Background: an optimization exercise with open tools, aiming at small area. Do not read the settings as production practice.
Where RTL was checked, it was by simulation tests only, not by an equivalence proof against the original.
The flow treats the clock pin as an ideal source. Dropping or thinning the clock tree relies on that and would not hold on a real chip.
Power and IR drop assume default switching activity.

## contr_play_game
module contr_play_game(vga_clk,resetn,key_move,addr_x,addr_y,vga_r1,vga_g1,vga_b1);
export LEC_CHECK = 0
export CAP_MARGIN = 20
export CORE_MARGIN = 2
export CORE_UTILIZATION = 40
export PLACE_DENSITY = 0.6
export SLEW_MARGIN = 20
create_clock -name core_clock -period 8.0 [get_ports {vga_clk}]
standard.sh (not shown) runs the stock make flow with config.mk's settings and CLKGATE_MAP_FILE= SYNTH_SCRIPT=/design/flow/synth_recipe.tcl, a recipe that flattens the netlist after the stock synthesis.
==> flow/flow/run.sh <==
#!/bin/bash
# Own layout flow: the standard synthesis, then an area-oriented re-mapping of the
# combinational logic between the (untouched) registers, then the standard ORFS layout.
set -euo pipefail
W=$(pwd)
R=$W/orfs/results/${FLOW_PLATFORM}/contr_play_game/base
LIB=$FLOW_HOME/platforms/sky130hd/lib/sky130_fd_sc_hd__tt_025C_1v80.lib

# 1. standard synthesis (unchanged)
bash standard.sh synth > $W/log_synth.txt 2>&1

# 2. re-map the logic for area; registers (dfxtp cells) are kept as black boxes. ABC's
# deepsyn is run with several random seeds in parallel and the smallest result is kept;
# a second round starts again from that result.
cp $R/1_2_yosys.v $W/std_synth.v
remap() {
  local s=$1 in=$2
  sed -e "s#@T@#${ABC_T:-90}#" -e "s#@S@#$s#" $W/flow/area.abc > $W/area_$s.abc
  sed -e "s#@LIB@#$LIB#g" -e "s#@IN@#$in#g" -e "s#@OUT@#$W/remapped_$s.v#g" \
      -e "s#@ABC@#$W/area_$s.abc#g" $W/flow/remap.ys > $W/remap_run_$s.ys
  yosys -s $W/remap_run_$s.ys > $W/log_remap_$s.txt 2>&1
}
pick() {
  best=""; bestarea=""
  for s in "$@"; do
    a=$(grep "Chip area" $W/log_remap_$s.txt | tail -1 | awk '{print $NF}')
    echo "seed $s area $a" >> $W/log_remap_choice.txt
    if [[ -n "$a" ]] && { [[ -z "$bestarea" ]] || awk "BEGIN{exit !($a < $bestarea)}"; }; then
      best=$s; bestarea=$a
    fi
  done
  echo "chosen seed $best area $bestarea" >> $W/log_remap_choice.txt
}
for batch in "1 2 3 4" "5 6 7 8"; do
  for s in $batch; do remap $s $W/std_synth.v & done
  wait
done
pick 1 2 3 4 5 6 7 8
cp $W/remapped_$best.v $W/round1.v
for s in 9 10 11 12; do remap $s $W/round1.v & done
wait
pick $best 9 10 11 12
cp $W/remapped_$best.v $R/1_2_yosys.v
rm -f $R/1_synth.odb $R/1_synth.sdc

# 3. standard layout on the re-mapped netlist up to clock tree synthesis
VARS=("BUFFER_PORTS_ARGS=-buffer_cell sky130_fd_sc_hd__buf_1" "SKIP_REPAIR_TIE_FANOUT=1"
      "CTS_ARGS=-sink_clustering_enable -repair_clock_nets -dont_use_dummy_load")
bash standard.sh "${VARS[@]}" cts > $W/log_layout_cts.txt 2>&1

# 4. replace the two-level clock tree by one clock buffer fed by the clock port
ODB_IN=$R/4_cts.odb ODB_OUT=$R/4_cts_mod.odb SDC_IN=$R/4_cts.sdc LIB=$LIB \
  PLATFORM_DIR=$FLOW_HOME/platforms/sky130hd NBUF=1 BUFCELL=sky130_fd_sc_hd__clkbuf_16 \
  openroad -no_init -exit $W/flow/clk.tcl > $W/log_clk.txt 2>&1
cp $R/4_cts_mod.odb $R/4_cts.odb
touch $R/4_cts.sdc

# 5. the rest of the standard layout
bash standard.sh "${VARS[@]}" finish > $W/log_layout.txt 2>&1
Other scripts of this flow, unchanged in this note and not shown: flow/flow/area.abc, flow/flow/clk.tcl, flow/flow/remap.ys
The baseline finished clean.
Then changed:
--- a/flow/flow/run.sh
+++ b/flow/flow/run.sh
@@ -17,3 +17,3 @@
   local s=$1 in=$2
-  sed -e "s#@T@#${ABC_T:-90}#" -e "s#@S@#$s#" $W/flow/area.abc > $W/area_$s.abc
+  sed -e "s#@T@#${ABC_T:-120}#" -e "s#@S@#$s#" $W/flow/area.abc > $W/area_$s.abc
   sed -e "s#@LIB@#$LIB#g" -e "s#@IN@#$in#g" -e "s#@OUT@#$W/remapped_$s.v#g" \
@@ -33,3 +33,3 @@
 }
-for batch in "1 2 3 4" "5 6 7 8"; do
+for batch in "1 2 3 4" "5 6 7 8" "13 14 15 16"; do
   for s in $batch; do remap $s $W/std_synth.v & done
@@ -37,7 +37,9 @@
 done
-pick 1 2 3 4 5 6 7 8
-cp $W/remapped_$best.v $W/round1.v
-for s in 9 10 11 12; do remap $s $W/round1.v & done
-wait
-pick $best 9 10 11 12
+pick 1 2 3 4 5 6 7 8 13 14 15 16
+for round in "9 10 11 12" "17 18 19 20" "21 22 23 24" "25 26 27 28" "29 30 31 32"; do
+  cp $W/remapped_$best.v $W/round_in.v
+  for s in $round; do remap $s $W/round_in.v & done
+  wait
+  pick $best $round
+done
 cp $W/remapped_$best.v $R/1_2_yosys.v
Outcome: Setup slack improves by 0.0056 ns; final cell count stays flat; wire length drops by 4.8%; first-iteration DRC count drops by 53%.
Then changed:
--- a/flow/flow/run.sh
+++ b/flow/flow/run.sh
@@ -38,3 +38,3 @@
 pick 1 2 3 4 5 6 7 8 13 14 15 16
-for round in "9 10 11 12" "17 18 19 20" "21 22 23 24" "25 26 27 28" "29 30 31 32"; do
+for round in "9 10 11 12" "17 18 19 20"; do
   cp $W/remapped_$best.v $W/round_in.v
Routed wire length came out higher by 2.2%.
Combinational power is lower by about 2%.
Die area went down by 1.1%.
Fmax went down by 6.9%.
Clock skew hardly moves.
Via count went up by 0.87%.
In every run of this note, the design's own scripts or RTL, not TritonCTS, make the clock network.

before:
The RTL this note starts from:
==> flow/design.v <==
module contr_play_game(vga_clk,resetn,key_move,addr_x,addr_y,vga_r1,vga_g1,vga_b1);
parameter RESOLUTION = "160x120";
input vga_clk;
input resetn;
input key_move;
input [((RESOLUTION == "320x240") ? (8) : (7)):0] addr_x;
input [((RESOLUTION == "320x240") ? (7) : (6)):0] addr_y;
output [9:0] vga_r1;
output [9:0] vga_g1;
output [9:0] vga_b1;
reg [4:0] data_con;
reg en_sig;
wire frame_addr = (addr_x == 8'd1) && (addr_y == 7'd0);
wire dc_fb = data_con[4] ^ data_con[2] ^ (data_con[3:0] == 4'd0);
always @(posedge vga_clk) begin
  if (!resetn) begin
    data_con <= 5'd0;
    en_sig <= 1'b0;
  end else begin
    if (frame_addr) data_con <= {data_con[3:0], dc_fb};
    en_sig <= frame_addr && (data_con == 5'b01000);
  end
end
reg b0;
reg [5:0] u0, u1, u2, u3;
reg up0, up1, up2, up3;
wire [6:0] l0 = {u0, b0};
wire [6:0] l1 = {u1, b0};
wire [6:0] l2 = {u2, b0};
wire [6:0] l3 = {u3, b0};
always @(posedge vga_clk) begin
  if (!resetn) begin
    b0 <= 1'b0;
    u0 <= 6'd0;  up0 <= 1'b0;
    u1 <= 6'd30; up1 <= 1'b0;
    u2 <= 6'd20; up2 <= 1'b0;
    u3 <= 6'd50; up3 <= 1'b0;
  end else if (en_sig) begin
    b0 <= ~b0;
    u0 <= up0 ? u0 + b0 : u0 - !b0;
    u1 <= up1 ? u1 + b0 : u1 - !b0;
    u2 <= up2 ? u2 + b0 : u2 - !b0;
    u3 <= up3 ? u3 + b0 : u3 - !b0;
    if (up0 ? (l0 == 7'd109) : (l0 == 7'd1)) up0 <= ~up0;
    if (up1 ? (l1 == 7'd109) : (l1 == 7'd1)) up1 <= ~up1;
    if (up2 ? (l2 == 7'd109) : (l2 == 7'd1)) up2 <= ~up2;
    if (up3 ? (l3 == 7'd109) : (l3 == 7'd1)) up3 <= ~up3;
  end
end
reg col_sig;
always @(posedge vga_clk) begin
  if (!resetn) col_sig <= 1'b0;
  else col_sig <= (addr_x >= 8'd34 && addr_x <= 8'd36) || (addr_x >= 8'd69 && addr_x <= 8'd71) ||
                  (addr_x >= 8'd99 && addr_x <= 8'd101) || (addr_x >= 8'd129 && addr_x <= 8'd131);
end
wire [7:0] d0 = {1'b0, addr_y} - {1'b0, l0};
wire [7:0] d1 = {1'b0, addr_y} - {1'b0, l1};
wire [7:0] d2 = {1'b0, addr_y} - {1'b0, l2};
wire [7:0] d3 = {1'b0, addr_y} - {1'b0, l3};
wire in0 = (d0 <= 8'd9) && (l0 <= 7'd118);
wire in1 = (d1 <= 8'd9);
wire in2 = (d2 <= 8'd9);
wire in3 = (d3 <= 8'd9);
reg bar_on;
always @(posedge vga_clk) begin
  if (!resetn) bar_on <= 1'b0;
  else if (col_sig) bar_on <= in0 | in1 | in2 | in3;
end
reg [4:0] zc;
reg move_sig;
wire [15:0] zc_tt = 16'b1000011011111001;
wire zc_fb = zc_tt[{zc[4], zc[3], zc[1], zc[0]}];
always @(posedge vga_clk) begin
  if (!resetn || key_move) zc <= 5'd0;
  else zc <= {zc[3:0], zc_fb};
  if (!resetn) move_sig <= 1'b0;
  else move_sig <= (zc == 5'b01111);
end
reg [5:0] k;
reg hit_any, hit_sig;
always @(posedge vga_clk) begin
  if (!resetn || hit_sig) k <= 6'd0;
  else if (move_sig) k <= (k == 6'd38) ? 6'd0 : k + 1'b1;
end
wire cov0 = (l0 >= 7'd49) && (l0 <= 7'd61);
wire cov1 = (l1 >= 7'd49) && (l1 <= 7'd61);
wire cov2 = (l2 >= 7'd49) && (l2 <= 7'd61);
wire cov3 = (l3 >= 7'd49) && (l3 <= 7'd61);
always @(posedge vga_clk) begin
  if (!resetn) begin
    hit_any <= 1'b0;
    hit_sig <= 1'b0;
  end else begin
    hit_any <= ((k == 6'd8) && cov0) || ((k == 6'd17) && cov1) ||
               ((k == 6'd24 || k == 6'd25) && cov2) || ((k == 6'd32) && cov3);
    hit_sig <= hit_any;
  end
end
wire [7:0] xm1 = addr_x - 8'd1;
reg targ_on;
always @(posedge vga_clk) begin
  if (!resetn) targ_on <= 1'b0;
  else if (addr_y >= 7'd58 && addr_y <= 7'd61) targ_on <= (xm1[7:2] == k);
end
wire A = bar_on, B = targ_on;
assign vga_r1 = {A, A, A, A, A, 1'b0, A | B, 1'b0, B, 1'b0};
assign vga_g1 = {1'b0, B, B, 1'b0, 1'b0, B, 1'b0, 1'b0, A, A};
assign vga_b1 = {1'b0, B, B, 1'b0, 1'b0, B, A, 1'b0, A, 1'b0};
endmodule
clock: 8.0 ns
lec_check: 0
cap_margin: 20
core_margin: 2
core_utilization: 40
place_density: 0.6
slew_margin: 20
==> flow/flow/run.sh <==
#!/bin/bash
# Own layout flow: the standard synthesis, then an area-oriented re-mapping of the
# combinational logic between the (untouched) registers, then the standard ORFS layout.
set -euo pipefail
W=$(pwd)
R=$W/orfs/results/${FLOW_PLATFORM}/contr_play_game/base
LIB=$FLOW_HOME/platforms/sky130hd/lib/sky130_fd_sc_hd__tt_025C_1v80.lib

# 1. standard synthesis (unchanged)
bash standard.sh synth > $W/log_synth.txt 2>&1

# 2. re-map the logic for area; registers (dfxtp cells) are kept as black boxes
cp $R/1_2_yosys.v $W/std_synth.v
sed -e "s#@LIB@#$LIB#g" -e "s#@IN@#$W/std_synth.v#g" -e "s#@OUT@#$W/remapped.v#g" \
    -e "s#@ABC@#$W/flow/area.abc#g" $W/flow/remap.ys > $W/remap_run.ys
yosys -s $W/remap_run.ys > $W/log_remap.txt 2>&1
cp $W/remapped.v $R/1_2_yosys.v
rm -f $R/1_synth.odb $R/1_synth.sdc

# 3. standard layout on the re-mapped netlist
bash standard.sh \
  "BUFFER_PORTS_ARGS=-buffer_cell sky130_fd_sc_hd__buf_1" \
  "SKIP_REPAIR_TIE_FANOUT=1" \
  "CTS_ARGS=-sink_clustering_enable -repair_clock_nets -dont_use_dummy_load" \
  finish > $W/log_layout.txt 2>&1
Other scripts of this flow, unchanged in this note and not shown: flow/flow/area.abc, flow/flow/remap.ys
--- input diff before..after ---
diff --git a/flow/flow/run.sh b/flow/flow/run.sh
--- a/flow/flow/run.sh
+++ b/flow/flow/run.sh
@@ -23,3 +23,3 @@
   "SKIP_REPAIR_TIE_FANOUT=1" \
-  "CTS_ARGS=-sink_clustering_enable -repair_clock_nets -dont_use_dummy_load" \
+  "CTS_ARGS=-sink_clustering_enable -repair_clock_nets -dont_use_dummy_load -sink_clustering_size 30 -buf_list {sky130_fd_sc_hd__clkbuf_4 sky130_fd_sc_hd__clkbuf_8} -root_buf sky130_fd_sc_hd__clkbuf_8" \
   finish > $W/log_layout.txt 2>&1
Notes after the runs:
- after -> before: gate count of the mapped netlist delta 0, exact match
- Going from before to after, worst hold slack ~0 delta; final period utilization roughly the same; area taken by flip-flops and latches level.
- after -> before: design area delta 0, exact match
No run of this note included a check of the RTL's function; only the layout flow was run.

-- separate check: timing with driven ports --
How much do the figures lean on ideal ports? The routed layouts below were timed once more, with nothing changed but the port constraints.
Step 1 (the two cells are an assumption about what drives the block):
set clk [get_ports {vga_clk}]
set_driving_cell -lib_cell sky130_fd_sc_hd__clkbuf_16 $clk
set_driving_cell -lib_cell sky130_fd_sc_hd__buf_2 [delete_from_list [all_inputs] $clk]
Step 2 moves the port delays by t, midway between the first and last clock arrival at a register: inputs arrive t later, outputs are due t later. That takes back most of the time a late clock gives input paths.
Three values: no drivers, after step 1, after step 2; two values: the first two.
| run | t, ns | slack for setup (ns) | clock arrival spread, ns | worst slew at a driven data input, ns |
|---|---|---|---|---|
| the first run of note 1 | 0.196 | 4.124 / 4.122 / 3.927 | 0.005 / 0.005 | 0.03 |
| the second run of note 1 | 0.199 | 4.129 / 4.138 / 3.939 | 0.004 / 0.004 | 0.04 |
| the third run of note 1 | 0.203 | 3.844 / 3.841 / 3.638 | 0.007 / 0.006 | 0.04 |
| before | 0.327 | 4.474 / 4.474 / 4.241 | 0.027 / 0.026 | 0.03 |
| after | 0.327 | 4.474 / 4.474 / 4.241 | 0.027 / 0.026 | 0.03 |
After both steps every run listed still meets setup and hold.
